What follows belongs to an exercise in optimizing a design on an open flow for a short achievable clock period and few clock cycles; a production flow would make more cautious choices. RTL that was checked went through simulation tests only; none was proved equivalent to the original. For runs 2 to 5, only the layout was checked, not whether the RTL still works. No activity file was given, so power comes from the tool's default toggle rates.

==> design/flow/design.v <==
`timescale 1ns / 1ps
`timescale 1ns / 1ps
module ALU_DEC(
  input [5:0] oper,  
  input CFi,
  output b_en, notb, cin,
  output c_xor, c_and, c_or, c_nor, c_sum, c_shl, c_shr, arth, rotate,
  output ALU_en
  );
  wire A2 = oper[5], A1 = oper[4], A0 = oper[3], G1 = oper[2], G0 = oper[1], F = oper[0];
  wire xa = A2 & ~A1 & ~A0;
  wire sh = ~A2 & ~A1 & A0;
  wire on = A2 & ~A1 & A0;
  assign b_en = A2;
  assign notb = A1 & A0;
  assign c_xor = ~F & xa;
  assign c_and = F & xa;
  assign c_or = ~F & on;
  assign c_nor = F & on;
  assign c_sum = A1;
  assign c_shl = ~F & sh;
  assign c_shr = F & sh;
  assign arth = sh & ~G1 & G0;
  assign rotate = sh & G1 & ~G0;
  assign cin = notb ^ (CFi & ((F & A1 & ~A0) | (sh & G1 & G0)));
  assign ALU_en = A2 | A1 | A0;
endmodule
module ALU(
  input [15:0] Ai, nb,  
  input cin, notb,
  input c_xor, c_and, c_or, c_nor, c_sum, c_shl, c_shr, arth, rotate,
  input wb,
  output [15:0] Qo,
  output CF, ZF, SF, VF, HCF
  );
  wire [16:0] s = {1'b0, Ai} + {1'b0, nb} + {16'h0, cin};
  wire [15:0] x = nb ^ Ai;
  wire [16:0] ca = {s[16], s[15:1] ^ x[15:1], cin};
  wire [16:0] c = c_sum ? ca : c_shl ? {Ai, cin} : {16'h0, cin};
  wire sar = arth & (wb ? Ai[7] : Ai[15]);
  wire rot = rotate & ((wb ? c[8] : c[16]) | (Ai[0] & c_shr));
  wire sr = (sar | rot) & c_shr;
  wire [15:0] rin = {sr & ~wb, Ai[15:9], Ai[8] | (sr & wb), Ai[7:1]};
  wire [15:0] q = ({16{c_xor}} & x) | ({16{c_sum}} & s[15:0]) |
                  ({16{c_and}} & (nb & Ai)) | ({16{c_or}} & (nb | Ai)) |
                  ({16{c_nor}} & ~(nb | Ai)) | ({16{c_shl}} & c[15:0]) |
                  ({16{c_shr}} & rin);
  assign Qo = {q[15:1], q[0] | (rot & c_shl)};
  assign CF = (notb ^ (wb ? c[8] : c[16])) | (Ai[0] & c_shr);
  wire lo_zero = ~|Qo[7:0];
  wire hi_zero = ~|Qo[15:8];
  assign ZF = wb ? lo_zero : (lo_zero & hi_zero);
  assign SF = wb ? Qo[7] : Qo[15];
  assign VF = wb ? (c[8] ^ c[7]) : (c[16] ^ c[15]);
  assign HCF = c[4];
endmodule
`timescale 1ns / 1ps
module REGU(
  input clk, rst,
  input exec,                      
  input [15:0] alu_Q, mem_data,
  input [15:0] pc_next,
  input [7:0] wr_itr, wr_gpr,      
  input wr_ss, wr_ds, wr_cs,
  input twb,
  input ALU_en, awb,
  input mem_wr,                    
  input [2:0] rsel_a,
  input [1:0] rsel_b,
  input [7:0] sel_itr, sel_gpr,
  input sel_ss, sel_ds, sel_cs,
  input [15:0] imm_q,
  output [15:0] out_A, out_B, main_bus,
  output [15:0] PC, V2, ACC,
  output reg [7:0] CS, DS, SS
  );
  reg [7:0] lo_ITR [7:0];
  reg [7:0] hi_ITR [7:0];
  reg [7:0] lo_GPR [7:0];
  reg [7:0] hi_GPR [7:0];
  integer i;
  always @(posedge clk or posedge rst) begin
    if (rst) begin
      for (i = 0; i < 8; i = i + 1) begin
        lo_ITR[i] <= 8'h00; hi_ITR[i] <= 8'h00;
        lo_GPR[i] <= 8'h00; hi_GPR[i] <= 8'h00;
      end
      CS <= 8'hff;
      DS <= 8'hff;
      SS <= 8'hff;
    end
    else begin
      if (exec) begin
        {hi_ITR[7], lo_ITR[7]} <= pc_next;
        for (i = 0; i < 7; i = i + 1) begin
          if (wr_itr[i]) begin
            lo_ITR[i] <= main_bus[7:0];
            if (!twb) hi_ITR[i] <= main_bus[15:8];
          end
        end
        for (i = 0; i < 8; i = i + 1) begin
          if (wr_gpr[i]) begin
            lo_GPR[i] <= main_bus[7:0];
            if (!twb) hi_GPR[i] <= main_bus[15:8];
          end
        end
        if (wr_ss) SS <= main_bus[7:0];
        if (wr_ds) DS <= main_bus[7:0];
        if (wr_cs) CS <= main_bus[7:0];
        if (ALU_en) begin
          lo_ITR[3] <= alu_Q[7:0];
          if (!awb) hi_ITR[3] <= alu_Q[15:8];
        end
      end
      if (mem_wr) begin
        lo_ITR[2] <= mem_data[7:0];
        if (!awb) hi_ITR[2] <= mem_data[15:8];
      end
    end
  end
  reg [15:0] bus_r;
  always @* begin
    bus_r = imm_q | {8'h00, ({8{sel_ss}} & SS) | ({8{sel_ds}} & DS) | ({8{sel_cs}} & CS)};
    for (i = 0; i < 8; i = i + 1)
      bus_r = bus_r | ({16{sel_itr[i]}} & {hi_ITR[i], lo_ITR[i]}) |
                      ({16{sel_gpr[i]}} & {hi_GPR[i], lo_GPR[i]});
  end
  assign main_bus = bus_r;
  assign out_A = { hi_ITR[rsel_a], lo_ITR[rsel_a] };
  assign out_B = { hi_ITR[rsel_b], lo_ITR[rsel_b] };
  assign PC = {hi_ITR[7], lo_ITR[7]};
  assign V2 = {hi_ITR[2], lo_ITR[2]};
  assign ACC = {hi_ITR[3], lo_ITR[3]};
endmodule
`timescale 1ns / 1ps
module DEC(
  input [15:0] IRH, IRL,
  input [4:0] flags,
  output ctrlo, aluo, poso, immo,
  output [4:0] pcpos,
  output [2:0] isrc, idst,
  output twb,
  output tgpr_dst, titr_dst, tss_dst, tds_dst, tcs_dst,
  output tgpr_src, titr_src, tss_src, tds_src, tcs_src,
  output [15:0] imm_value,
  output [5:0] alu_opc,
  output [2:0] iscra,
  output [1:0] iscrb,
  output awb,
  output new_carry_flag,
  output pc_write, cs_write,
  output branch
  );
  wire poso1 = ~IRH[15] & ~IRH[14];
  assign ctrlo = ~IRH[15] & IRH[14];
  assign poso = poso1 | (ctrlo & ~IRL[0]);
  assign immo = IRH[15] | (ctrlo & IRL[0]);
  assign aluo = IRH[15] | poso1;
  wire [3:0] ir_flags = IRH[7:4];
  wire hc_temp  = flags[0] & (~ir_flags[3]) & (~ir_flags[2]) & (~ir_flags[1]);
  wire c_temp   = flags[4] & (~ir_flags[3]) & ir_flags[1];
  wire z_temp1  = flags[3] & (~ir_flags[3]) & ir_flags[2];
  wire s_temp   = flags[2] & ir_flags[3]    & (~ir_flags[2]) & (~ir_flags[1]);
  wire v_temp   = flags[1] & ir_flags[3]    & (~ir_flags[2]) & ir_flags[1];
  wire ls_temp  = (flags[1] ^ flags[2])     & ir_flags[3]    & ir_flags[2];
  wire z_temp2  = flags[3] & ir_flags[3]    & ir_flags[2]    & ir_flags[1];
  wire branch_signal = ir_flags[0] ^ (hc_temp | c_temp | z_temp1 | v_temp |
                                      s_temp | ls_temp | z_temp2);
  assign branch = branch_signal;
  assign pcpos = ((branch_signal | (~IRH[13])) & poso) ? IRH[12:8] : 5'h0;
  wire bit_D = IRH[3];
  wire bit_18 = IRH[2];
  wire bit_14 = IRL[14];
  assign twb = IRL[10];
  wire pstr_oper = poso, imm_oper = immo;
  assign isrc = bit_D ? {IRH[1:0], IRL[15]} : IRL[13:11];
  assign idst = bit_D ? IRL[13:11] : {IRH[1:0], IRL[15]};
  assign tgpr_src = ({pstr_oper, bit_D, bit_14} == 3'b100);
  assign titr_src = ({pstr_oper, bit_D, bit_18} == 3'b111 ||
                     {pstr_oper, bit_D, bit_14} == 3'b101);
  assign tcs_src  = ({pstr_oper, bit_D, bit_18, IRH[1:0], IRL[15]} == 6'b110100);
  assign tds_src  = ({pstr_oper, bit_D, bit_18, IRH[1:0], IRL[15]} == 6'b110010);
  assign tss_src  = ({pstr_oper, bit_D, bit_18, IRH[1:0], IRL[15]} == 6'b110001);
  assign tgpr_dst = ({pstr_oper, imm_oper, bit_14} == 3'b010 ||
                     {pstr_oper, bit_D, bit_14}    == 3'b110);
  assign titr_dst = ({pstr_oper, imm_oper, bit_14} == 3'b011 ||
                     {pstr_oper, bit_D, bit_14}    == 3'b111 ||
                     {pstr_oper, bit_D, bit_18}    == 3'b101);
  assign tcs_dst  = ({pstr_oper, imm_oper, IRH[1], twb} == 4'b0111 ||
                     {pstr_oper, bit_D, bit_18, IRH[1]} == 4'b1001);
  assign tds_dst  = ({pstr_oper, imm_oper, IRH[1], twb} == 4'b0111 ||
                     {pstr_oper, bit_D, bit_18, IRH[0]} == 4'b1001);
  assign tss_dst  = ({pstr_oper, imm_oper, IRH[1], twb} == 4'b0111 ||
                     {pstr_oper, bit_D, bit_18, IRL[15]} == 4'b1001);
  assign imm_value = {twb ? 8'h00 : {IRH[6:0], IRL[15]},
                      aluo ? IRH[14] : IRL[5], IRH[13:7]};
  assign alu_opc = aluo ? {IRL[8:6], IRL[2:0]} : 6'h0;
  assign iscra = IRL[5:3];
  assign iscrb = IRL[2:1];
  assign awb = IRL[9];
  assign new_carry_flag = IRL[4] ? IRL[3] : flags[4] ^ IRL[3];
  assign pc_write = titr_dst && idst == 3'h7;
  assign cs_write = !titr_dst && !tgpr_dst && tcs_dst;
endmodule
module CPU(
  input clk, rst, ready,
  input [15:0] data_in,
  output reg load, store,
  output reg code_seg, data_seg, stack_seg,
  output alu_wb,
  output [23:0] addr_out,
  output [15:0] data_out
  );
  reg [15:0] IR [1:0];  
  reg [4:0] flags;  
  reg st_H, st_L, st_M, st_B;  
  reg xe;  
  reg [23:0] addr_r;
  reg [15:0] dout;
  reg wb_out;
  reg [15:0] opA, opNB, npc;
  reg [23:0] nxa;  
  reg [7:0] q_sel_itr, q_sel_gpr, q_wr_itr, q_wr_gpr;
  reg q_sel_ss, q_sel_ds, q_sel_cs, q_wr_ss, q_wr_ds, q_wr_cs, q_twb, q_pcw, q_csw;
  reg [15:0] imm_q;
  reg q_notb, q_cin, q_xor, q_and, q_or, q_nor, q_sum, q_shl, q_shr, q_arth, q_rot, q_alu_en;
  wire [15:0] rd_A, rd_B, bus_q, alu_Qo, PC, V2, ACC;
  wire [7:0] CS, DS, SS;
  wire ctrlo, aluo, poso, immo, twb, awb, new_carry_flag;
  wire tgpr_dst, titr_dst, tss_dst, tds_dst, tcs_dst;
  wire tgpr_src, titr_src, tss_src, tds_src, tcs_src;
  wire [4:0] pcpos;
  wire [2:0] isrc, idst, iscra;
  wire [1:0] iscrb;
  wire [15:0] imm_value;
  wire [5:0] alu_opc_x;
  wire pc_write, cs_write, dec_x_branch;
  DEC dec_x(IR[1], IR[0], flags,
    ctrlo, aluo, poso, immo, pcpos, isrc, idst, twb,
    tgpr_dst, titr_dst, tss_dst, tds_dst, tcs_dst,
    tgpr_src, titr_src, tss_src, tds_src, tcs_src,
    imm_value, alu_opc_x, iscra, iscrb, awb, new_carry_flag,
    pc_write, cs_write, dec_x_branch);
  wire n_ctrlo, n_aluo, n_poso, n_immo, n_twb, n_awb, n_ncf;
  wire n_tgpr_dst, n_titr_dst, n_tss_dst, n_tds_dst, n_tcs_dst;
  wire n_tgpr_src, n_titr_src, n_tss_src, n_tds_src, n_tcs_src;
  wire [4:0] n_pcpos;
  wire [2:0] n_isrc, n_idst, n_iscra;
  wire [1:0] n_iscrb;
  wire [15:0] n_imm_value;
  wire [5:0] n_alu_opc;
  wire n_pc_write, n_cs_write, n_branch;
  DEC dec_n(IR[1], data_in, flags,
    n_ctrlo, n_aluo, n_poso, n_immo, n_pcpos, n_isrc, n_idst, n_twb,
    n_tgpr_dst, n_titr_dst, n_tss_dst, n_tds_dst, n_tcs_dst,
    n_tgpr_src, n_titr_src, n_tss_src, n_tds_src, n_tcs_src,
    n_imm_value, n_alu_opc, n_iscra, n_iscrb, n_awb, n_ncf,
    n_pc_write, n_cs_write, n_branch);
  wire n_b_en, n_notb, n_cin, n_xor, n_and, n_or, n_nor, n_sum, n_shl, n_shr, n_arth, n_rot, n_alu_en;
  ALU_DEC alu_dec(n_alu_opc, flags[4],
    n_b_en, n_notb, n_cin, n_xor, n_and, n_or, n_nor, n_sum, n_shl, n_shr, n_arth, n_rot,
    n_alu_en);
  wire CF, ZF, SF, VF, HCF;
  ALU alu(
    opA, opNB, q_cin, q_notb,
    q_xor, q_and, q_or, q_nor, q_sum, q_shl, q_shr, q_arth, q_rot,
    awb,
    alu_Qo,
    CF, ZF, SF, VF, HCF
  );
  wire [15:0] pc_next = q_pcw ? {q_twb ? PC[15:8] : bus_q[15:8], bus_q[7:0]} : npc;
  wire [7:0] cs_next = q_csw ? bus_q[7:0] : CS;
  wire [7:0] n_isrc_oh = 8'h1 << n_isrc;
  wire [7:0] n_idst_oh = 8'h1 << n_idst;
  wire n_seg_dst = ~n_titr_dst & ~n_tgpr_dst;
  wire mem_wr = st_M & ready & ~IR[0][7];
  REGU regu(
    clk, rst, xe,
    alu_Qo, data_in,
    pc_next,
    q_wr_itr, q_wr_gpr,
    q_wr_ss, q_wr_ds, q_wr_cs,
    q_twb,
    q_alu_en, awb,
    mem_wr,
    n_iscra, n_iscrb,
    q_sel_itr, q_sel_gpr,
    q_sel_ss, q_sel_ds, q_sel_cs,
    imm_q,
    rd_A, rd_B, bus_q,
    PC, V2, ACC,
    CS, DS, SS
  );
  wire [15:0] pc_seq = PC + 16'h4;
  wire [15:0] pc_br = PC + {{10{IR[1][12]}}, IR[1][11:8], 2'b00} + 16'h4;
  wire br_ok = ~IR[1][15] & (dec_x_branch | ~IR[1][13]) & (|IR[1][12:8]);
  wire n_br = br_ok & ~(IR[1][14] & data_in[0]);
  wire [15:0] pc_pred = n_br ? pc_br : pc_seq;
  wire n_mem = IR[1][15:14] == 2'b01 && data_in[8];
  wire n_bub = n_pc_write | n_cs_write;
  wire [23:0] a_L = n_mem ? {data_in[6] ? SS : DS, ACC} : {CS, pc_pred};
  wire [23:0] a_nx = xe ? {cs_next, pc_next} : nxa;
  wire [23:0] a_rdy = st_L ? a_L :
                      st_H ? (load ? {addr_r[23:16], addr_r[15:0] + 16'h2} : addr_r) :
                      st_M ? a_nx : addr_r;
  wire [23:0] a_next = ready ? a_rdy : (st_B ? a_nx : addr_r);
  always @(posedge clk or posedge rst) begin
    if (rst) begin
      IR[1] <= 16'h0; IR[0] <= 16'h0;
      st_H <= 1'b1; st_L <= 1'b0; st_M <= 1'b0; st_B <= 1'b0;
      xe <= 1'b0;
      load <= 1'b0;
      store <= 1'b0;
      code_seg <= 1'b1; data_seg <= 1'b0; stack_seg <= 1'b0;
      addr_r <= 24'hff0000;
      dout <= 16'h0; wb_out <= 1'b0;
      opA <= 16'h0; opNB <= 16'h0; npc <= 16'h0; nxa <= 24'h0;
      q_sel_itr <= 8'h0; q_sel_gpr <= 8'h0; q_wr_itr <= 8'h0; q_wr_gpr <= 8'h0;
      q_sel_ss <= 1'b0; q_sel_ds <= 1'b0; q_sel_cs <= 1'b0;
      q_wr_ss <= 1'b0; q_wr_ds <= 1'b0; q_wr_cs <= 1'b0;
      q_twb <= 1'b0; q_pcw <= 1'b0; q_csw <= 1'b0; imm_q <= 16'h0;
      q_notb <= 1'b0; q_cin <= 1'b0; q_xor <= 1'b0; q_and <= 1'b0; q_or <= 1'b0;
      q_nor <= 1'b0; q_sum <= 1'b0; q_shl <= 1'b0; q_shr <= 1'b0; q_arth <= 1'b0;
      q_rot <= 1'b0; q_alu_en <= 1'b0;
    end
    else begin
      xe <= 1'b0;
      addr_r <= a_next;
      if (xe) nxa <= {cs_next, pc_next};
      if (st_H) begin
        if (ready && load) begin
          IR[1] <= data_in;
          st_H <= 1'b0; st_L <= 1'b1;
        end
        else load <= 1'b1;
      end
      if (st_L) begin
        IR[0] <= data_in;
        opA <= rd_A;
        opNB <= ({16{n_b_en}} & rd_B) ^ {16{n_notb}};
        q_notb <= n_notb; q_cin <= n_cin; q_xor <= n_xor; q_and <= n_and; q_or <= n_or;
        q_nor <= n_nor; q_sum <= n_sum; q_shl <= n_shl; q_shr <= n_shr; q_arth <= n_arth;
        q_rot <= n_rot; q_alu_en <= n_alu_en;
        npc <= pc_pred;
        q_sel_itr <= {8{n_titr_src}} & n_isrc_oh;
        q_sel_gpr <= {8{n_tgpr_src}} & n_isrc_oh;
        q_sel_ss <= n_tss_src; q_sel_ds <= n_tds_src; q_sel_cs <= n_tcs_src;
        imm_q <= {16{n_immo}} & n_imm_value;
        q_wr_itr <= {8{n_titr_dst}} & n_idst_oh & 8'h7f;
        q_wr_gpr <= {8{~n_titr_dst & n_tgpr_dst}} & n_idst_oh;
        q_wr_ss <= n_seg_dst & n_tss_dst;
        q_wr_ds <= n_seg_dst & n_tds_dst;
        q_wr_cs <= n_seg_dst & n_tcs_dst;
        q_twb <= n_twb; q_pcw <= n_pc_write; q_csw <= n_cs_write;
        dout <= V2;
        if (n_mem) wb_out <= data_in[9];
      end
      if (st_L && ready) begin
        st_L <= 1'b0;
        xe <= 1'b1;
        if (n_mem) begin
          st_M <= 1'b1;
          load <= ~data_in[7];
          store <= data_in[7];
          code_seg <= 1'b0;
          data_seg <= ~data_in[6];
          stack_seg <= data_in[6];
        end
        else if (n_bub) begin
          st_B <= 1'b1;
          load <= 1'b0;
        end
        else st_H <= 1'b1;
      end
      if ((st_M & ready) | st_B) begin
        st_M <= 1'b0; st_B <= 1'b0; st_H <= 1'b1;
        load <= 1'b1; store <= 1'b0;
        code_seg <= 1'b1; data_seg <= 1'b0; stack_seg <= 1'b0;
      end
    end
  end
  always @(posedge clk or posedge rst) begin
    if (rst) begin
      flags <= 5'b00000;
    end
    else if (xe) begin
      if (q_alu_en) begin
        flags <= {CF, ZF, SF, VF, HCF};
      end
      else if (ctrlo) begin
        flags[4] <= new_carry_flag;
      end
    end
  end
  assign alu_wb = wb_out;
  assign addr_out = addr_r;
  assign data_out = dout;
endmodule
==> design/flow/flow/run.sh <==
#!/bin/bash
# Own layout flow: the standard flow, with two changes to how cells are
# chosen after synthesis:
#  - every input and output port is buffered with sky130_fd_sc_hd__buf_4
#    (the standard flow lets the resizer pick the port buffer, and it picks a
#    delay cell, clkdlybuf4s50_1);
#  - the delay cells (clkdlybuf4s*, dlygate*, dlymetal*) are kept out of the
#    resizer's buffering, so long wires are not repaired with delay cells.
# Synthesis is the standard synthesis, run unchanged.
set -euo pipefail
bash standard.sh synth > flow_synth.log 2>&1
export DONT_USE_CELLS="sky130_fd_sc_hd__clkdlybuf4s15_1 sky130_fd_sc_hd__clkdlybuf4s15_2 sky130_fd_sc_hd__clkdlybuf4s18_1 sky130_fd_sc_hd__clkdlybuf4s18_2 sky130_fd_sc_hd__clkdlybuf4s25_1 sky130_fd_sc_hd__clkdlybuf4s25_2 sky130_fd_sc_hd__clkdlybuf4s50_1 sky130_fd_sc_hd__clkdlybuf4s50_2 sky130_fd_sc_hd__dlygate4sd1_1 sky130_fd_sc_hd__dlygate4sd2_1 sky130_fd_sc_hd__dlygate4sd3_1 sky130_fd_sc_hd__dlymetal6s2s_1 sky130_fd_sc_hd__dlymetal6s4s_1 sky130_fd_sc_hd__dlymetal6s6s_1"
export BUFFER_PORTS_ARGS="-buffer_cell sky130_fd_sc_hd__buf_4"
bash standard.sh > flow_layout.log 2>&1
==> design/flow/standard.sh <==
#!/bin/bash
# synth_recipe.tcl (not shown) runs the flow's synth.tcl, then flattens the netlist and writes it again
# the make line also repeats each setting of config.mk as NAME=value (left out here)
make -C /OpenROAD-flow-scripts/flow DESIGN_CONFIG=/design/flow/config.mk WORK_HOME=/design/flow/orfs CLKGATE_MAP_FILE= SYNTH_SCRIPT=/design/flow/synth_recipe.tcl "${@:-finish}"
==> design/flow/config.mk <==
export PLATFORM = sky130hd
export DESIGN_NAME = CPU
export DESIGN_NICKNAME = CPU
export VERILOG_FILES = /design/flow/design.v
export SDC_FILE = /design/flow/constraint.sdc
export NUM_CORES = 4
export LEC_CHECK = 0
export CAP_MARGIN = 75
export CORE_MARGIN = 2
export CORE_UTILIZATION = 55
export SETUP_SLACK_MARGIN = 5
export SLEW_MARGIN = 75
==> design/flow/constraint.sdc <==
create_clock -name core_clock -period 13.0 [get_ports {clk}]
set_input_delay 2.6000 -clock core_clock [delete_from_list [all_inputs] [get_ports {clk}]]
set_output_delay 2.6000 -clock core_clock [all_outputs]
set_load 0.01 [all_outputs]
==> results.py, run 1 <==
metrics = {
    "power": {
        "clockPowerShare_pct": 18.2,
        "combPwrFrac_pct": 46.1,
        "net-switching-power_mw": 4.05,
        "peakVddDrop_v": 0.000160,
        "power.internal_mw": 4.81,
        "swShare_pct": 45.7,
        "leakagePower_nw": 12.9,
        "power_mw": 8.86,
        "seqPwrFrac_pct": 35.7,
        "p_per_area_mw_per_mm2": 289,
    },
    "cts": {
        "cts_made_buffers": 52,
        "cts_resized": 0,
        "tritoncts": "built",
        "clock_path_buffers": 3,
        "clock_latency_ns": 0.62,
        "root_buffer": "clkbuf_16",
        "cts_setup_buffers": 0,
        "h-tree-depth": 2,
        "path_clk_slew_ns": 0.06,
        "cts_hold_buf": 0,
        "clock-sinks": 495,
    },
    "layout": {
        "fin_util_pct": 65.6,
        "final_cell_mix": "414 x dfrtp_1, 302 x nand2_1, 297 x a21oi_1",
        "final_common_cell": "dfrtp_1",
        "drive_gt1_share_pct": 19.5,
        "fin_nets": 2896,
        "postLayoutCellArea_sq_mm": 0.0307,
        "antennaDiodeCount": 0,
        "synthToLayoutAreaGrowth_pct": 17.0,
        "instances_no_fill": 3462,
    },
    "route": {
        "wl_met2_mm": 41.4,
        "met3WireLength_mm": 9.75,
        "wl_per_cell_um": 27.5,
        "drt_iter0_markers": 2937,
        "vias": 23300,
        "routed_wl_mm": 95.1,
        "postRouteAntennaNets": 0,
        "drt-vias-per-instance": 6.74,
        "drc": 0,
        "met1_length_mm": 39.9,
        "top_layer": "met4",
        "first_pass_iters": 6,
    },
    "placed_design": {
        "dp.cells": 3357,
        "io_buffers": 64,
        "post-dp-hpwl_mm": 69.5,
        "pre_cts_ws_ns": 8.45,
        "placed_cell_area_sq_mm": 0.0285,
        "gp_congestion": 0.951,
    },
    "timing": {
        "tightest_slew_ns": 0.406,
        "slew_headroom_pct": 73.0,
        "hold_violations": 0,
        "final.setup.tns_ns": 0,
        "fin_crit_ns": 3.91,
        "fin_ws_ns": 9.09,
        "slew_violations": 0,
        "fmax_mhz": 256,
        "rsz0062_at_grt": "no",
        "fin_skew_ns": 0.0224,
        "whs_ns": 0.475,
        "layout_worst_path_cycle_share_pct": 30.1,
        "setup_viol": 0,
    },
    "global_routing": {
        "grt_pass1_wl_mm": 144,
        "grt-ovfl-total": 0,
        "grt_pass1_vias": 22100,
        "grt_antenna_before_repair": 0,
        "grt_max_degree": 47,
        "gr-usage-all-layers_pct": 38.7,
    },
    "synthesis": {
        "yosysTopAreaCellShare_pct": 44.0,
        "synth_cell_types": 81,
        "synth-seq-area-share_pct": 47.4,
        "syn-cell-area_sq_mm": 0.0262,
        "synthTopCellsByArea": "dfrtp_1 44%, a21oi_1 5.8%, nand2_1 4.6%, o21ai_0 4.3%, nor2_1 4.2%",
        "synthCells": 2807,
        "synth_top_flop_cell": "dfrtp_1",
        "ys_ff_latch": 495,
        "synth_fp_nets": 2888,
        "synth_warnings": 8,
        "syn_area_per_cell_sq_um": 9.34,
        "synth-edff-count": 0,
        "synthArstFlopShare_pct": 100,
        "yosys.area.top_type": "dfrtp_1",
    },
    "die": {
        "coreArea_sq_mm": 0.0468,
        "ios": 65,
        "dieArea_sq_mm": 0.0494,
        "rows": 79,
        "initial_utilization_pct": 56.1,
        "dieWidth_um": 222,
        "die_h_um": 222,
    },
    "worst_setup_path": {
        "cp_num_buf_inv": 1,
        "path_class": "reg2out",
        "crit_slowest_cell": "dfrtp_1",
        "cpPeakStageDelay_ns": 0.50,
        "reg2reg_slack_ns": 9.27,
        "end_kind": "output port",
        "crit_required_ns": 10.40,
        "cp-start-kind": "flip-flop",
        "path_max_fanout": 6,
        "cp.arrival_ns": 1.31,
        "crit_chain": "buf_4",
        "cp_top_family": "flip-flops",
    },
    "hold_path": {
        "hp-class": "reg2reg",
    },
    "flow_run": {
        "maxCapViolCount": 0,
    },
    "outcome": {
        "status": "timing/DRC/antenna clean",
    },
}
## power by group through the flow
stage                     clock network [mW]  registers (mW)  logic, mW
after floorplan                            0            2.67       2.51
after global placement                     0            3.12       3.46
after detailed placement                   0            3.13       3.89
after CTS                               1.62            3.11       3.92
after global routing                    1.68            3.21       4.41
final                                   1.61            3.16       4.09
## final cells by class
cell class	instances	area (sq um)
Clock inverter	18	234
Clock buffer	76	1610
Multi-Input combinational cell	1991	13400
Sequential cell	495	12500
Fill cell	3779	16100
Timing Repair Buffer	180	1720
Tap cell	607	759
Inverter	95	378
## synthesized netlist by cell type, types with 13 or more instances
| master | n |
|---|---|
| o22ai_1 | 16 |
| o2bb2ai_1 | 42 |
| and2_1 | 19 |
| nor2_1 | 291 |
| nand2b_1 | 16 |
| dfrtp_1 | 461 |
| o31ai_1 | 16 |
| a22oi_1 | 115 |
| xnor2_1 | 38 |
| and3_1 | 16 |
| a22o_1 | 25 |
| mux2_2 | 53 |
| xor2_1 | 18 |
| dfstp_2 | 34 |
| nand4_1 | 23 |
| a21oi_1 | 305 |
| o211ai_1 | 24 |
| a222oi_1 | 18 |
| mux4_2 | 34 |
| ha_1 | 59 |
| o21ai_0 | 225 |
| a211oi_1 | 30 |
| a221oi_1 | 13 |
| inv_1 | 92 |
| mux2i_1 | 37 |
| buf_1 | 19 |
| nand2_1 | 321 |
| nor3_1 | 26 |
| a31oi_1 | 16 |
| nand3_1 | 47 |
| clkbuf_1 | 197 |
## path summary, 6_finish.rpt
check	startpoint	endpoint	cells after the start
setup / recovery	addr_r[6]$_DFFE_PP0P_	addr_out[6]	1
hold reg to reg	nxa[18]$_DFF_PP0_	nxa[18]$_DFF_PP0_	1
hold / removal	nxa[18]$_DFF_PP0_	nxa[18]$_DFF_PP0_	1
setup reg to reg	opA[0]$_DFFE_PP0P_	flags[3]$_DFFE_PP0P_	11
min in group asynchronous	rst	opA[10]$_DFFE_PP0P_	2
max in group asynchronous	rst	regu.SS[3]$_DFFE_PP1P_	9
## flip-flops by register name, summed over array words and instances (netlist names), 5 cells and up
register and cells:
regu.hi_GPR 64, regu.hi_ITR 64, regu.lo_GPR 64, regu.lo_ITR 64
addr_r 24, nxa 24, IR 20, dout 16
imm_q 16, npc 16, opA 16, opNB 16
q_sel_gpr 8, q_sel_itr 8, q_wr_gpr 8, regu.CS 8
regu.DS 8, regu.SS 8, q_wr_itr 7, flags 5
## layer usage
layer,global-route usage (%),vias to the layer above
li1,-,10100
met4,15.7,0
met1,56.1,11600
met3,8.20,209
met2,56.8,1343
met5,0,-
## cell families (layout without fill, tap and decap cells)
kind of cell	count (synthesis)	after routing	synth area share, %
adder cells (fa/ha/maj)	62	62	3.05
buffers and inverters	321	369	4.67
AND/OR/NAND/NOR	808	808	13.3
XOR/XNOR	56	56	1.87
multiplexers	124	124	6.61
AO/OA/AOI/OAI	941	941	23.1
flip-flops	495	495	47.4
Testbench counts, summed over its fixed seeds: cycles 26,244.
==> run 2, diff against run 1 <==
--- a/design/flow/design.v
+++ b/design/flow/design.v
@@ -67,10 +67,12 @@
   input mem_wr,                    
   input [2:0] rsel_a,
   input [1:0] rsel_b,
+  input [3:0] rsel_c,              
   input [7:0] sel_itr, sel_gpr,
   input sel_ss, sel_ds, sel_cs,
   input [15:0] imm_q,
   output [15:0] out_A, out_B, main_bus,
+  output [7:0] out_C,
   output [15:0] PC, V2, ACC,
   output reg [7:0] CS, DS, SS
   );
@@ -128,6 +130,7 @@
   assign main_bus = bus_r;
   assign out_A = { hi_ITR[rsel_a], lo_ITR[rsel_a] };
   assign out_B = { hi_ITR[rsel_b], lo_ITR[rsel_b] };
+  assign out_C = rsel_c[3] ? lo_ITR[rsel_c[2:0]] : lo_GPR[rsel_c[2:0]];
   assign PC = {hi_ITR[7], lo_ITR[7]};
   assign V2 = {hi_ITR[2], lo_ITR[2]};
   assign ACC = {hi_ITR[3], lo_ITR[3]};
@@ -225,7 +228,7 @@
   reg [15:0] imm_q;
   reg q_notb, q_cin, q_xor, q_and, q_or, q_nor, q_sum, q_shl, q_shr, q_arth, q_rot, q_alu_en;
   wire [15:0] rd_A, rd_B, bus_q, alu_Qo, PC, V2, ACC;
-  wire [7:0] CS, DS, SS;
+  wire [7:0] CS, DS, SS, rd_C;
   wire ctrlo, aluo, poso, immo, twb, awb, new_carry_flag;
   wire tgpr_dst, titr_dst, tss_dst, tds_dst, tcs_dst;
   wire tgpr_src, titr_src, tss_src, tds_src, tcs_src;
@@ -283,11 +286,11 @@
     q_twb,
     q_alu_en, awb,
     mem_wr,
-    n_iscra, n_iscrb,
+    n_iscra, n_iscrb, data_in[14:11],
     q_sel_itr, q_sel_gpr,
     q_sel_ss, q_sel_ds, q_sel_cs,
     imm_q,
-    rd_A, rd_B, bus_q,
+    rd_A, rd_B, bus_q, rd_C,
     PC, V2, ACC,
     CS, DS, SS
   );
@@ -297,8 +300,8 @@
   wire n_br = br_ok & ~(IR[1][14] & data_in[0]);
   wire [15:0] pc_pred = n_br ? pc_br : pc_seq;
   wire n_mem = IR[1][15:14] == 2'b01 && data_in[8];
-  wire n_bub = n_pc_write | n_cs_write;
-  wire [23:0] a_L = n_mem ? {data_in[6] ? SS : DS, ACC} : {CS, pc_pred};
+  wire n_bub = n_pc_write;
+  wire [23:0] a_L = n_mem ? {data_in[6] ? SS : DS, ACC} : {n_cs_write ? rd_C : CS, pc_pred};
   wire [23:0] a_nx = xe ? {cs_next, pc_next} : nxa;
   wire [23:0] a_rdy = st_L ? a_L :
                       st_H ? (load ? {addr_r[23:16], addr_r[15:0] + 16'h2} : addr_r) :
==> results.py, run 2 <==
metrics = {
    "synthesis": {
        "yosysTopAreaCellShare_pct": 42.0,
        "synthTopCellsByArea": "dfrtp_1 42%, a21oi_1 5.5%, o21ai_0 4.7%, nor2_1 4.5%, nand2_1 4.2%",
        "synthArstFlopShare_pct": 100,
        "synth_warnings": 8,
        "synth_mux_area_share_pct": 7.43,
        "synth-edff-count": 0,
        "yosys.area.top_type": "dfrtp_1",
        "ys_ff_latch": 495,
        "synthXorXnorAreaFrac_pct": 1.92,
        "synth-seq-area-share_pct": 45.3,
        "synthSimpleGateAreaFrac_pct": 13.3,
        "synth_top_flop_cell": "dfrtp_1",
        "synth_fp_nets": 3046,
        "syn-cell-area_sq_mm": 0.0274,
        "synth_cell_types": 75,
        "synthCells": 2965,
        "synth_fa_ha_area_share_pct": 2.91,
        "synthMostInstantiatedCell": "dfrtp_1",
        "synthTopCellsByCount": "461 x dfrtp_1, 330 x nor2_1, 310 x nand2_1",
        "syn_area_per_cell_sq_um": 9.26,
        "synth_compound_area_share_pct": 24.3,
        "synth_top_family_by_area": "compound AO/OA/AOI/OAI gates",
    },
    "cts": {
        "tritoncts": "built",
        "path_clk_slew_ns": 0.06,
        "clock_path_buffers": 3,
        "cts_setup_buffers": 0,
        "clock-sinks": 495,
        "h-tree-depth": 2,
        "cts_hold_buf": 0,
        "root_buffer": "clkbuf_16",
        "cts_resized": 0,
        "cts_made_buffers": 52,
        "clock_latency_ns": 0.63,
    },
    "timing": {
        "slew_violations": 0,
        "fmax_mhz": 235,
        "rsz0062_at_grt": "no",
        "fin_ws_ns": 8.75,
        "tightest_slew_ns": 0.384,
        "slew_headroom_pct": 73.6,
        "setup_viol": 0,
        "fin_skew_ns": 0.0261,
        "layout_worst_path_cycle_share_pct": 32.7,
        "hold_violations": 0,
        "fin_crit_ns": 4.25,
        "final.setup.tns_ns": 0,
    },
    "die": {
        "dieArea_sq_mm": 0.0517,
        "ios": 65,
        "coreArea_sq_mm": 0.0491,
        "dieWidth_um": 227,
        "rows": 81,
        "die_h_um": 227,
        "initial_utilization_pct": 55.9,
    },
    "hold_path": {
        "hp-class": "reg2reg",
        "hp-start": "regu.hi_GPR[5][1]$_DFFE_PP0P_",
        "whs_endpoint": "regu.hi_GPR[5][1]$_DFFE_PP0P_",
        "worstHoldPathCells": 2,
    },
    "route": {
        "drt_iter0_markers": 3180,
        "drt-vias-per-instance": 6.89,
        "postRouteAntennaNets": 0,
        "vias": 25300,
        "drc": 0,
        "wl_per_cell_um": 29.6,
        "first_pass_iters": 6,
        "routed_wl_mm": 109,
    },
    "power": {
        "net-switching-power_mw": 4.18,
        "clockPowerShare_pct": 18.1,
        "peakVddDrop_v": 0.000183,
        "seqPwrFrac_pct": 36.3,
        "power_mw": 9.02,
        "swShare_pct": 46.4,
        "leakagePower_nw": 13.3,
        "p_per_area_mw_per_mm2": 284,
        "power.internal_mw": 4.84,
        "combPwrFrac_pct": 45.6,
    },
    "global_routing": {
        "grt_pass1_vias": 24600,
        "grt_max_degree": 57,
        "grt_pass1_wl_mm": 161,
        "grt_antenna_before_repair": 2,
        "gr-usage-all-layers_pct": 42.5,
        "grt-ovfl-total": 0,
    },
    "layout": {
        "final_common_cell": "dfrtp_1",
        "n_fill_cell": 4052,
        "fin_nets": 3044,
        "drive_gt1_share_pct": 19.8,
        "multi_input_area_sq_mm": 0.0143,
        "final-seq-area_sq_mm": 0.0125,
        "synthToLayoutAreaGrowth_pct": 15.6,
        "postLayoutCellArea_sq_mm": 0.0317,
        "final_cell_mix": "405 x dfrtp_1, 311 x nor2_1, 298 x a21oi_1",
    },
    "placed_design": {
        "gp_congestion": 0.991,
        "io_buffers": 64,
        "pre_cts_ws_ns": 8.18,
        "placed_cell_area_sq_mm": 0.0296,
        "post-dp-hpwl_mm": 78.2,
    },
    "worst_setup_path": {
        "reg2regPathDepth": 15,
        "crit_chain": "buf_4 > a21o_2 > a221oi_4 > buf_2 > clkdlybuf4s18_2 > buf_2 > buf_2 > mux2i_1 > nor2_1 > a21oi_1 > a21oi_1",
        "end_kind": "flip-flop",
        "cp.arrival_ns": 4.74,
        "cpPeakStageDelay_ns": 0.30,
        "path_class": "in2reg",
        "cp-start-kind": "input port",
        "reg2reg_from": "IR[1][8]$_DFFE_PP0P_",
        "reg2reg_slack_ns": 9.46,
        "rr_endpoint": "addr_r[15]$_DFFE_PP0P_",
        "crit_required_ns": 13.49,
        "crit_path_frequent_cell": "buf_2",
        "path_max_fanout": 10,
        "crit_slowest_cell": "a21o_2",
    },
    "flow_run": {
        "maxCapViolCount": 0,
    },
    "outcome": {
        "status": "timing/DRC/antenna clean",
    },
}
==> run 2: changes by cell type after synthesis, sizes merged, moves of 15 or more <==
| cell | previous run | this run |
|---|---|---|
| a221oi | 14 | 54 |
| a22o | 25 | 49 |
| a22oi | 115 | 100 |
| buf | 28 | 54 |
| mux2 | 53 | 70 |
| nand3 | 47 | 65 |
| nor2 | 292 | 330 |
| o21ai | 228 | 263 |
==> run 2: metrics by stage <==
stage	cells	utilization (%)	hold WS, ns
floorplan	2965	-	0.447
global placement	3510	57.6	0.461
detailed placement	3560	60.3	0.471
CTS	3658	64.1	0.484
global route	3671	64.7	0.497
finish	3672	64.7	0.482
==> run 2: worst max-delay path, delay by kind of cell <==
kind                   cells  cell delay (ns)
buffers and inverters      5             1.07
AOI/OAI and AO/OA          4             0.70
and+or+nand+nor            1             0.08
muxes                      1             0.27
==> run 2: metal layers <==
metal  GRT usage, %  routed length (um)  vias up
li1               -                   -    10700
met1           55.1               41500    12600
met2           66.2               49200     1563
met3           9.89               11100      402
met4           23.7                6680        2
met5              0                  10        -
==> run 2: layout make-up <==
| cell class | instances | area share (%) |
|---|---|---|
| well taps | 664 | 2.62 |
| clock inverters | 18 | 0.883 |
| diodes | 1 | 0.00789 |
| repair buffers | 188 | 5.78 |
| flip-flops and latches | 495 | 39.5 |
| inverters | 97 | 1.21 |
| multi-input cells | 2129 | 45.0 |
| clock buffers | 80 | 5.04 |
==> run 2: cell families after synthesis <==
| kind of cell | after synthesis |
|---|---|
| AOI/OAI and AO/OA | 1003 |
| xor gates and xnor gates | 60 |
| adders and majority gates | 62 |
| buffers and inverters | 341 |
| DFF | 495 |
| muxes | 150 |
| and+or+nand+nor | 854 |
==> run 2: worst max-delay path by stage <==
stage,start,to,slack [ns],cells after the start
final,data_in[0],addr_r[3]$_DFFE_PP0P_,8.75,11
after global routing,data_in[0],addr_r[3]$_DFFE_PP0P_,8.59,11
after floorplan,rst,IR[0][3]$_DFFE_PP0P_,3.71,1
after CTS,data_in[0],addr_r[3]$_DFFE_PP0P_,8.83,11
after detailed placement,data_in[0],addr_r[3]$_DFFE_PP0P_,8.18,11
after global placement,rst,opA[7]$_DFFE_PP0P_,7.83,4
==> run 2: power groups by stage <==
stage / clock (mW) / combinational, mW / sequential [mW]
after floorplan: 0 / 2.60 / 2.70
after global placement: 0 / 3.59 / 3.23
after detailed placement: 0 / 3.93 / 3.23
after CTS: 1.64 / 3.95 / 3.21
after global routing: 1.70 / 4.43 / 3.29
final: 1.63 / 4.12 / 3.27
==> run 3, diff against run 2 <==
==> design/flow/flow/run.sh (replaced) <==
#!/bin/bash
# Own layout flow: the standard flow, with two changes to how cells are
# chosen after synthesis:
#  - every input and output port is buffered with sky130_fd_sc_hd__buf_4
#    (the standard flow lets the resizer pick the port buffer, and it picks a
#    delay cell, clkdlybuf4s50_1);
#  - the delay cells (clkdlybuf4s*, dlygate*, dlymetal*) are added to the
#    platform's DONT_USE_CELLS for the steps after synthesis, so the resizer
#    does not repair slew and long wires with delay cells.
# Synthesis is the standard synthesis, run unchanged.
set -euo pipefail
bash standard.sh synth > flow_synth.log 2>&1
# the platform's own list, as ORFS's make reads it
base=$(make -s -C "$FLOW_HOME" DESIGN_CONFIG="$PWD/config.mk" WORK_HOME="$PWD/orfs" print-DONT_USE_CELLS 2> flow_dont_use.log | sed -n 's/^DONT_USE_CELLS: *//p')
echo "platform DONT_USE_CELLS: $base" >> flow_dont_use.log
[[ -n "$base" ]] || { echo "no DONT_USE_CELLS from ORFS" >&2; exit 1; }
delay="sky130_fd_sc_hd__clkdlybuf4s15_1 sky130_fd_sc_hd__clkdlybuf4s15_2 sky130_fd_sc_hd__clkdlybuf4s18_1 sky130_fd_sc_hd__clkdlybuf4s18_2 sky130_fd_sc_hd__clkdlybuf4s25_1 sky130_fd_sc_hd__clkdlybuf4s25_2 sky130_fd_sc_hd__clkdlybuf4s50_1 sky130_fd_sc_hd__clkdlybuf4s50_2 sky130_fd_sc_hd__dlygate4sd1_1 sky130_fd_sc_hd__dlygate4sd2_1 sky130_fd_sc_hd__dlygate4sd3_1 sky130_fd_sc_hd__dlymetal6s2s_1 sky130_fd_sc_hd__dlymetal6s4s_1 sky130_fd_sc_hd__dlymetal6s6s_1"
export BUFFER_PORTS_ARGS="-buffer_cell sky130_fd_sc_hd__buf_4"
bash standard.sh finish "DONT_USE_CELLS=$base $delay" > flow_layout.log 2>&1
==> results.py, run 3 <==
metrics = {
    "synthesis": {
        "synth_top_flop_cell": "dfrtp_1",
        "synth_cell_types": 75,
        "synthTopCellsByArea": "dfrtp_1 42%, a21oi_1 5.5%, o21ai_0 4.7%, nor2_1 4.5%, nand2_1 4.2%",
        "syn_area_per_cell_sq_um": 9.26,
        "synth-seq-area-share_pct": 45.3,
        "synth_warnings": 8,
        "yosys.area.top_type": "dfrtp_1",
        "ys_ff_latch": 495,
        "synthCells": 2965,
        "synthArstFlopShare_pct": 100,
        "synth_fp_nets": 3046,
        "synthTopCellsByCount": "461 x dfrtp_1, 330 x nor2_1, 310 x nand2_1",
        "synth-edff-count": 0,
        "synthMostInstantiatedCell": "dfrtp_1",
        "syn-cell-area_sq_mm": 0.0274,
        "yosysTopAreaCellShare_pct": 42.0,
    },
    "route": {
        "routed_wl_mm": 109,
        "wl_per_cell_um": 29.6,
        "drt-vias-per-instance": 6.85,
        "postRouteAntennaNets": 0,
        "first_pass_iters": 7,
        "drc": 0,
        "vias": 25300,
        "drt_iter0_markers": 3165,
    },
    "timing": {
        "fmax_mhz": 240,
        "final.setup.tns_ns": 0,
        "tightest_slew_ns": 0.428,
        "fin_crit_ns": 4.16,
        "whs_ns": 0.483,
        "layout_worst_path_cycle_share_pct": 32.0,
        "slew_violations": 0,
        "hold_violations": 0,
        "setup_viol": 0,
        "fin_ws_ns": 8.84,
        "rsz0062_at_grt": "no",
        "slew_headroom_pct": 71.5,
        "fin_skew_ns": 0.0259,
    },
    "die": {
        "rows": 81,
        "ios": 65,
        "coreArea_sq_mm": 0.0491,
        "dieArea_sq_mm": 0.0517,
        "initial_utilization_pct": 55.9,
        "die_h_um": 227,
        "dieWidth_um": 227,
    },
    "placed_design": {
        "placed_cell_area_sq_mm": 0.0295,
        "post-dp-hpwl_mm": 79.6,
        "io_buffers": 64,
        "gp_congestion": 0.985,
        "pre_cts_ws_ns": 8.26,
    },
    "cts": {
        "cts_setup_buffers": 0,
        "clock-sinks": 495,
        "path_clk_slew_ns": 0.06,
        "h-tree-depth": 2,
        "clock_latency_ns": 0.63,
        "tritoncts": "built",
        "cts_resized": 0,
        "cts_hold_buf": 0,
        "clock_path_buffers": 3,
        "root_buffer": "clkbuf_16",
        "cts_made_buffers": 53,
    },
    "worst_setup_path": {
        "path_max_fanout": 45,
        "reg2reg_from": "regu.lo_ITR[7][2]$_DFFE_PP0P_",
        "end_kind": "flip-flop",
        "reg2regPathDepth": 15,
        "cp-start-kind": "input port",
        "crit_slowest_cell": "or3_2",
        "crit_required_ns": 13.54,
        "reg2reg_slack_ns": 9.43,
        "cpPeakStageDelay_ns": 0.70,
        "cp.arrival_ns": 4.70,
        "rr_endpoint": "addr_r[15]$_DFFE_PP0P_",
        "path_class": "in2reg",
        "cp_top_family": "compound AO/OA/AOI/OAI gates",
        "crit_chain": "buf_8 > or3_2 > o21ai_0 > mux2_2 > o21ai_0 > a21o_1 > a221o_1",
        "crit_path_frequent_cell": "o21ai_0",
        "cp_num_buf_inv": 1,
    },
    "global_routing": {
        "grt-ovfl-total": 0,
        "gr-usage-all-layers_pct": 42.8,
        "grt_pass1_vias": 24500,
        "grt_max_degree": 49,
        "grt_pass1_wl_mm": 162,
        "grt_antenna_before_repair": 3,
    },
    "hold_path": {
        "hp-start": "regu.hi_GPR[2][3]$_DFFE_PP0P_",
        "worstHoldPathCells": 2,
        "whs_endpoint": "regu.hi_GPR[2][3]$_DFFE_PP0P_",
        "hp-class": "reg2reg",
    },
    "power": {
        "leakagePower_nw": 13.2,
        "peakVddDrop_v": 0.000153,
        "p_per_area_mw_per_mm2": 283,
    },
    "layout": {
        "final_common_cell": "dfrtp_1",
        "fin_util_pct": 64.3,
        "final_cell_mix": "393 x dfrtp_1, 312 x nor2_1, 293 x nand2_1",
        "fin_nets": 3062,
        "n_fill_cell": 4087,
        "postLayoutCellArea_sq_mm": 0.0316,
        "synthToLayoutAreaGrowth_pct": 15.0,
        "drive_gt1_share_pct": 20.8,
    },
    "outcome": {
        "status": "timing/DRC/antenna clean",
    },
    "flow_run": {
        "maxCapViolCount": 0,
    },
}
## run 3: cell counts after synthesis
Identical to the previous run, type by type.
## run 3: logic make-up after synthesis
| logic type | after synthesis | synth area share [%] |
|---|---|---|
| flops | 495 | 45.3 |
| compound gates | 1003 | 24.3 |
| fa+ha+maj | 62 | 2.91 |
| xor+xnor | 60 | 1.91 |
| mux | 150 | 7.43 |
| buf+inv | 341 | 4.83 |
| simple gates | 854 | 13.3 |
## run 3: worst max path at each step
stage,start,to,slack [ns],depth (start not counted)
after floorplan,rst,IR[0][3]$_DFFE_PP0P_,3.71,1
after global placement,data_in[12],addr_r[19]$_DFFE_PP1P_,7.74,9
after detailed placement,data_in[11],addr_r[16]$_DFFE_PP1P_,8.26,7
after CTS,data_in[11],addr_r[16]$_DFFE_PP1P_,8.91,7
after global routing,data_in[13],addr_r[16]$_DFFE_PP1P_,8.76,10
final,data_in[11],addr_r[16]$_DFFE_PP1P_,8.84,7
## run 3: area by class of cell
| type | instances | area (sq um) | share of cell area (%) |
|---|---|---|---|
| Tap cell | 664 | 831 | 2.63 |
| Sequential cell | 495 | 12600 | 39.8 |
| Inverter | 97 | 378 | 1.20 |
| Antenna cell | 2 | 5.00 | 0.0159 |
| Clock inverter | 18 | 273 | 0.864 |
| Multi-Input combinational cell | 2129 | 14200 | 45.1 |
| Clock buffer | 82 | 1560 | 4.93 |
| Timing Repair Buffer | 205 | 1730 | 5.48 |
## run 3: metal layers
metal  up-vias  track usage, %  wire length (um)
met5         -               0                23
met3       465            8.42             10900
li1      10800               -                 -
met1     12400            56.1             41800
met2      1674            65.5             48400
met4         4            27.0              7990
## run 3: stage by stage
stage	power, mW	cells
floorplan	5.29	2965
global placement	6.73	3516
detailed placement	7.10	3584
CTS	8.72	3684
global route	9.33	3691
finish	8.92	3692
## run 3: where the power goes
group	switching, mW	internal [mW]	total (mW)	leakage, nW
logic	2.41	1.57	3.98	6.09
clock network	0.664	0.945	1.61	0.896
registers	1.08	2.25	3.33	6.17
total	4.16	4.76	8.92	13.2
## run 3: worst min-delay path, delay by kind of cell, from the launching register on
family / cells / cell delay, ns
flip-flops: 1 / 0.34
AO/OA/AOI/OAI: 1 / 0.06
AND/OR/NAND/NOR: 1 / 0.05
==> run 4, diff against run 3 <==
--- a/design/flow/config.mk
+++ b/design/flow/config.mk
@@ -7,6 +7,6 @@
 export LEC_CHECK = 0
 export CAP_MARGIN = 75
 export CORE_MARGIN = 2
-export CORE_UTILIZATION = 55
+export CORE_UTILIZATION = 50
 export SETUP_SLACK_MARGIN = 5
 export SLEW_MARGIN = 75
==> results.py, run 4 <==
metrics = {
    "route": {
        "first_pass_iters": 9,
        "routed_wl_mm": 111,
        "drt_iter0_markers": 3124,
        "wl_per_cell_um": 29.8,
        "postRouteAntennaNets": 0,
        "vias": 25300,
        "drc": 0,
        "drt-vias-per-instance": 6.77,
    },
    "placed_design": {
        "gp_congestion": 0.990,
        "post-dp-hpwl_mm": 80.8,
        "io_buffers": 64,
        "dp.cells": 3611,
    },
    "power": {
        "leakagePower_nw": 13.4,
        "peakVddDrop_v": 0.000147,
        "p_per_area_mw_per_mm2": 285,
    },
    "timing": {
        "rsz0062_at_grt": "no",
        "slew_violations": 0,
        "fmax_mhz": 230,
        "final.setup.tns_ns": 0,
        "slew_headroom_pct": 70.5,
        "hold_violations": 0,
        "layout_worst_path_cycle_share_pct": 33.5,
        "setup_viol": 0,
        "tightest_slew_ns": 0.443,
        "fin_skew_ns": 0.0345,
        "fin_crit_ns": 4.35,
    },
    "synthesis": {
        "syn_area_per_cell_sq_um": 9.26,
        "yosys.area.top_type": "dfrtp_1",
        "synth-seq-area-share_pct": 45.3,
        "synthCells": 2965,
        "synth_top_flop_cell": "dfrtp_1",
        "synth_cell_types": 75,
        "synth_fp_nets": 3046,
        "syn-cell-area_sq_mm": 0.0274,
        "synthTopCellsByCount": "461 x dfrtp_1, 330 x nor2_1, 310 x nand2_1",
        "ys_ff_latch": 495,
        "synthTopCellsByArea": "dfrtp_1 42%, a21oi_1 5.5%, o21ai_0 4.7%, nor2_1 4.5%, nand2_1 4.2%",
        "synth-edff-count": 0,
        "synthMostInstantiatedCell": "dfrtp_1",
        "synth_warnings": 8,
        "yosysTopAreaCellShare_pct": 42.0,
        "synthArstFlopShare_pct": 100,
    },
    "worst_setup_path": {
        "cp-start-kind": "input port",
        "cp.arrival_ns": 4.87,
        "path_max_fanout": 14,
        "crit_required_ns": 13.51,
        "path_class": "in2reg",
        "end_kind": "flip-flop",
    },
    "cts": {
        "cts_resized": 0,
        "clock_latency_ns": 0.65,
        "clock-sinks": 495,
        "clock_path_buffers": 3,
        "cts_made_buffers": 55,
        "h-tree-depth": 2,
        "tritoncts": "built",
        "root_buffer": "clkbuf_16",
        "path_clk_slew_ns": 0.06,
        "cts_hold_buf": 0,
        "cts_setup_buffers": 0,
    },
    "layout": {
        "final_cell_mix": "388 x dfrtp_1, 311 x nor2_1, 297 x a21oi_1",
        "drive_gt1_share_pct": 21.5,
        "fin_nets": 3064,
        "final_common_cell": "dfrtp_1",
        "final-seq-area_sq_mm": 0.0126,
        "synthToLayoutAreaGrowth_pct": 17.0,
        "multi_input_area_sq_mm": 0.0143,
        "n_fill_cell": 4605,
        "instances_no_fill": 3730,
    },
    "global_routing": {
        "grt_util_met2_pct": 61.8,
        "top_usage_layer": "met2",
        "met1_usage_pct": 51.6,
        "grt_max_degree": 47,
        "grt_pass1_wl_mm": 164,
        "grt_antenna_before_repair": 2,
        "gr-usage-all-layers_pct": 39.3,
        "use_met3_pct": 8.36,
        "grt-ovfl-total": 0,
        "grt_pass1_vias": 24200,
    },
    "die": {
        "coreArea_sq_mm": 0.0540,
        "initial_utilization_pct": 50.8,
        "ios": 65,
        "dieWidth_um": 238,
        "die_h_um": 238,
        "dieArea_sq_mm": 0.0568,
        "rows": 85,
    },
    "flow_run": {
        "maxCapViolCount": 0,
    },
    "outcome": {
        "status": "timing/DRC/antenna clean",
    },
    "hold_path": {
        "hp-class": "reg2reg",
    },
}
==> run 4: critical path, cell delays in order <==
cell and delay, ns:
buf_4 0.16, a21o_2 0.29, a221oi_4 0.20, buf_2 0.23
buf_2 0.20, buf_2 0.30, mux2_2 0.39, mux2i_1 0.16
o21ai_1 0.07, mux2_2 0.27
==> run 4: metal layers <==
| metal | vias up | routed length [um] | part of all wire, % |
|---|---|---|---|
| met5 | - | 13 | 0.012 |
| met4 | 2 | 6700 | 6.0 |
| met3 | 384 | 10800 | 9.7 |
| met2 | 1585 | 50600 | 45 |
| met1 | 12500 | 43200 | 39 |
| li1 | 10800 | - | - |
==> run 4: through the flow <==
step                      instance area (sq um)  hold WS [ns]  utilization [%]  total power, mW  setup WS [ns]
after CTS                                 31800         0.484             58.9             8.98           8.70
after detailed placement                  29700         0.466             55.0             7.18           8.05
after global routing                      32100         0.513             59.4             9.58           8.55
after global placement                    28100         0.462             52.1             6.79           7.80
final                                     32100         0.483             59.4             9.15           8.65
after floorplan                           27400         0.447                -             5.29           3.71
==> run 4: layout make-up <==
| cell class | instances | area share [%] |
|---|---|---|
| Clock inverter | 27 | 1.43 |
| Timing Repair Buffer | 205 | 5.90 |
| Inverter | 97 | 1.21 |
| Multi-Input combinational cell | 2129 | 44.6 |
| Antenna cell | 4 | 0.0312 |
| Sequential cell | 495 | 39.1 |
| Clock buffer | 77 | 5.04 |
| Tap cell | 696 | 2.71 |
==> run 4: final timing paths <==
path,slack (ns),depth (start not counted),endpoint,startpoint
hold / removal,0.48,2,regu.hi_GPR[6][4]$_DFFE_PP0P_,regu.hi_GPR[6][4]$_DFFE_PP0P_
min in group asynchronous,1.92,3,regu.hi_GPR[6][3]$_DFFE_PP0P_,rst
max in group asynchronous,9.13,11,regu.DS[3]$_DFFE_PP1P_,rst
hold reg to reg,0.48,2,regu.hi_GPR[6][4]$_DFFE_PP0P_,regu.hi_GPR[6][4]$_DFFE_PP0P_
setup reg to reg,9.33,15,addr_r[15]$_DFFE_PP0P_,IR[1][8]$_DFFE_PP0P_
setup / recovery,8.65,10,addr_r[9]$_DFFE_PP0P_,data_in[0]
==> run 4: cell families (layout without fill, tap and decap cells) <==
kind of cell	count (synthesis)	count (layout)	share of synthesized area, %
buf+inv	341	406	4.83
flops	495	495	45.3
compound gates	1003	1003	24.3
other cells	0	4	0
fa+ha+maj	62	62	2.91
simple gates	854	854	13.3
mux	150	150	7.43
xor+xnor	60	60	1.91
==> run 4: power by group <==
part	total (mW)	internal, mW	switching, mW
registers	3.35	2.25	1.10
logic	4.01	1.60	2.41
clock network	1.79	1.09	0.698
==> run 5, diff against run 4 <==
==> design/flow/config.mk (replaced) <==
export PLATFORM = sky130hd
export DESIGN_NAME = CPU
export DESIGN_NICKNAME = CPU
export VERILOG_FILES = /design/flow/design.v
export SDC_FILE = /design/flow/constraint.sdc
export NUM_CORES = 4
export LEC_CHECK = 0
export CAP_MARGIN = 70
export CORE_MARGIN = 2
export CORE_UTILIZATION = 60
export SETUP_SLACK_MARGIN = 5
export SLEW_MARGIN = 70
==> results.py, run 5 <==
metrics = {
    "global_routing": {
        "gr-usage-all-layers_pct": 44.6,
        "grt_pass1_vias": 24200,
        "grt_max_degree": 51,
        "grt_pass1_wl_mm": 156,
        "grt-ovfl-total": 0,
        "grt_antenna_before_repair": 5,
    },
    "power": {
        "power_mw": 8.71,
        "leakagePower_nw": 12.9,
        "combPwrFrac_pct": 43.6,
        "seqPwrFrac_pct": 38.1,
        "power.internal_mw": 4.65,
        "net-switching-power_mw": 4.06,
        "swShare_pct": 46.6,
        "clockPowerShare_pct": 18.3,
        "peakVddDrop_v": 0.000158,
        "p_per_area_mw_per_mm2": 283,
    },
    "worst_setup_path": {
        "crit_chain": "buf_4 > buf_12 > clkinv_2 > nor3_2 > buf_2 > a22oi_1 > a211oi_1 > a21oi_1 > o21ai_0 > a21oi_1 > o21ai_0",
        "cp.arrival_ns": 4.93,
        "crit_slowest_cell": "nor3_2",
        "cpPeakStageDelay_ns": 0.37,
        "end_kind": "flip-flop",
        "cp-start-kind": "input port",
        "crit_required_ns": 13.52,
        "path_class": "in2reg",
        "path_max_fanout": 20,
    },
    "synthesis": {
        "syn_area_per_cell_sq_um": 9.26,
        "synth_top_flop_cell": "dfrtp_1",
        "yosys.area.top_type": "dfrtp_1",
        "synth_cell_types": 75,
        "synth_fp_nets": 3046,
        "ys_ff_latch": 495,
        "synthCells": 2965,
        "synthTopCellsByArea": "dfrtp_1 42%, a21oi_1 5.5%, o21ai_0 4.7%, nor2_1 4.5%, nand2_1 4.2%",
        "synth-seq-area-share_pct": 45.3,
        "synthTopCellsByCount": "461 x dfrtp_1, 330 x nor2_1, 310 x nand2_1",
        "synth-edff-count": 0,
        "synthMostInstantiatedCell": "dfrtp_1",
        "synthArstFlopShare_pct": 100,
        "synth_warnings": 8,
        "yosysTopAreaCellShare_pct": 42.0,
        "syn-cell-area_sq_mm": 0.0274,
    },
    "placed_design": {
        "dp.cells": 3474,
        "gp_congestion": 0.995,
        "io_buffers": 64,
        "placed_cell_area_sq_mm": 0.0288,
        "post-dp-hpwl_mm": 76.3,
        "pre_cts_ws_ns": 8.10,
    },
    "route": {
        "vias": 25300,
        "drt-vias-per-instance": 7.08,
        "wl_per_cell_um": 29.5,
        "drc": 0,
        "routed_wl_mm": 106,
        "first_pass_iters": 8,
        "drt_iter0_markers": 3524,
        "postRouteAntennaNets": 0,
    },
    "cts": {
        "clock-sinks": 495,
        "root_buffer": "clkbuf_16",
        "h-tree-depth": 2,
        "clock_latency_ns": 0.63,
        "cts_hold_buf": 0,
        "path_clk_slew_ns": 0.06,
        "clock_path_buffers": 3,
        "cts_made_buffers": 51,
        "cts_setup_buffers": 0,
        "cts_resized": 0,
        "tritoncts": "built",
    },
    "timing": {
        "fin_crit_ns": 4.41,
        "rsz0062_at_grt": "no",
        "fin_ws_ns": 8.59,
        "fmax_mhz": 227,
        "hold_violations": 0,
        "layout_worst_path_cycle_share_pct": 33.9,
        "slew_violations": 0,
        "final.setup.tns_ns": 0,
        "setup_viol": 0,
        "fin_skew_ns": 0.0254,
        "whs_ns": 0.480,
        "tightest_slew_ns": 0.467,
        "slew_headroom_pct": 68.0,
    },
    "layout": {
        "multi_input_area_sq_mm": 0.0140,
        "postLayoutCellArea_sq_mm": 0.0308,
        "fin_util_pct": 68.0,
        "n_fill_cell": 3500,
        "final_common_cell": "dfrtp_1",
        "final_cell_mix": "408 x dfrtp_1, 311 x nor2_1, 299 x a21oi_1",
        "synthToLayoutAreaGrowth_pct": 12.1,
        "drive_gt1_share_pct": 18.1,
        "fin_nets": 3013,
        "final-seq-area_sq_mm": 0.0125,
        "instances_no_fill": 3572,
    },
    "die": {
        "coreArea_sq_mm": 0.0453,
        "dieArea_sq_mm": 0.0475,
        "rows": 78,
        "initial_utilization_pct": 60.6,
        "die_h_um": 218,
        "dieWidth_um": 218,
        "ios": 65,
    },
    "hold_path": {
        "hp-class": "reg2reg",
    },
    "flow_run": {
        "maxCapViolCount": 0,
    },
    "outcome": {
        "status": "timing/DRC/antenna clean",
    },
}
-- run 5: cell counts after synthesis --
No cell type changed its count.
-- run 5: per-layer routing --
metal  global-route usage (%)  vias up  share of wire (%)
met5                        0        -              0.026
met1                     57.0    12300                 36
met4                     28.0        4                7.2
li1                         -    10700                  -
met2                     68.8     1786                 45
met3                     10.5      473                 12
-- run 5: layout make-up --
class	instances	share of cell area, %
sequential	495	40.7
clock inverter	15	0.943
multi-input combinational	2129	45.6
timing repair buffer	158	4.21
clock buffer	77	4.89
inverter	97	1.22
tap	600	2.44
antenna	1	0.00813
-- run 5: cells by family (layout without fill, tap and decap cells) --
kind of cell,count (synthesis),in the layout,synth area share (%)
xor gates and xnor gates,60,60,1.91
buffers and inverters,341,347,4.83
other,0,1,0
adders and majority gates,62,62,2.91
DFF,495,495,45.3
muxes,150,150,7.43
AOI/OAI and AO/OA,1003,1003,24.3
and+or+nand+nor,854,854,13.3
-- run 5: final timing paths --
check,startpoint,to,slack [ns],depth (start not counted)
min reg2reg,q_wr_gpr[6]$_DFFE_PP0P_,q_wr_gpr[6]$_DFFE_PP0P_,0.48,1
min,q_wr_gpr[6]$_DFFE_PP0P_,q_wr_gpr[6]$_DFFE_PP0P_,0.48,1
min in group asynchronous,rst,regu.hi_ITR[6][4]$_DFFE_PP0P_,1.92,2
max reg2reg,opA[0]$_DFFE_PP0P_,flags[3]$_DFFE_PP0P_,9.37,12
max,data_in[12],addr_r[19]$_DFFE_PP1P_,8.59,11
max in group asynchronous,rst,regu.hi_ITR[7][1]$_DFFE_PP0P_,9.32,9
-- run 5: worst max-delay path: cells and delay by family --
| kind | cells | cell delay (ns) |
|---|---|---|
| AND/OR/NAND/NOR | 1 | 0.37 |
| buffers and inverters | 4 | 1.00 |
| AO/OA/AOI/OAI | 6 | 0.95 |
-- run 5: power groups by stage --
stage / clock network (mW) / registers [mW] / logic (mW)
after global routing: 1.65 / 3.34 / 4.11
after global placement: 0 / 3.24 / 3.41
after detailed placement: 0 / 3.26 / 3.67
final: 1.59 / 3.32 / 3.80
after floorplan: 0 / 2.70 / 2.60
after CTS: 1.59 / 3.24 / 3.69

-- re-timing with driven ports --
No port has a modelled driver above. Below, the same layouts with a new extraction and two added sets of constraints.
Step 1 sets driving cells, clkbuf_16 on the clock port and buf_2 on the other inputs (assumed; they add their load-dependent delay and slew).
Step 2 times the ports against the registers' clock, not the clock port: input delays grow and output delays shrink by t, the midpoint of the rising clock arrivals with the driver on.
Slacks: ideal ports / drivers / drivers and shift; pairs: ideal ports / drivers.
| run | t (ns) | slack for setup (ns) | hold WS [ns] |
|---|---|---|---|
| run 1 | 0.673 | 9.090 / 9.030 / 8.510 | 0.475 / 0.475 / 0.475 |
| run 2 | 0.681 | 8.752 / 8.767 / 8.086 | 0.482 / 0.482 / 0.482 |
| run 3 | 0.679 | 8.840 / 8.858 / 8.178 | 0.483 / 0.483 / 0.483 |
| run 4 | 0.699 | 8.646 / 8.654 / 7.956 | 0.483 / 0.483 / 0.483 |
| run 5 | 0.678 | 8.590 / 8.608 / 7.930 | 0.480 / 0.480 / 0.480 |
After both steps setup and hold are still met in every run listed. For run 4, which loses most, drivers alone change the setup slack by +0.008 ns; drivers and shift together by -0.690 ns. The worst setup slack also covers recovery checks on asynchronous resets.
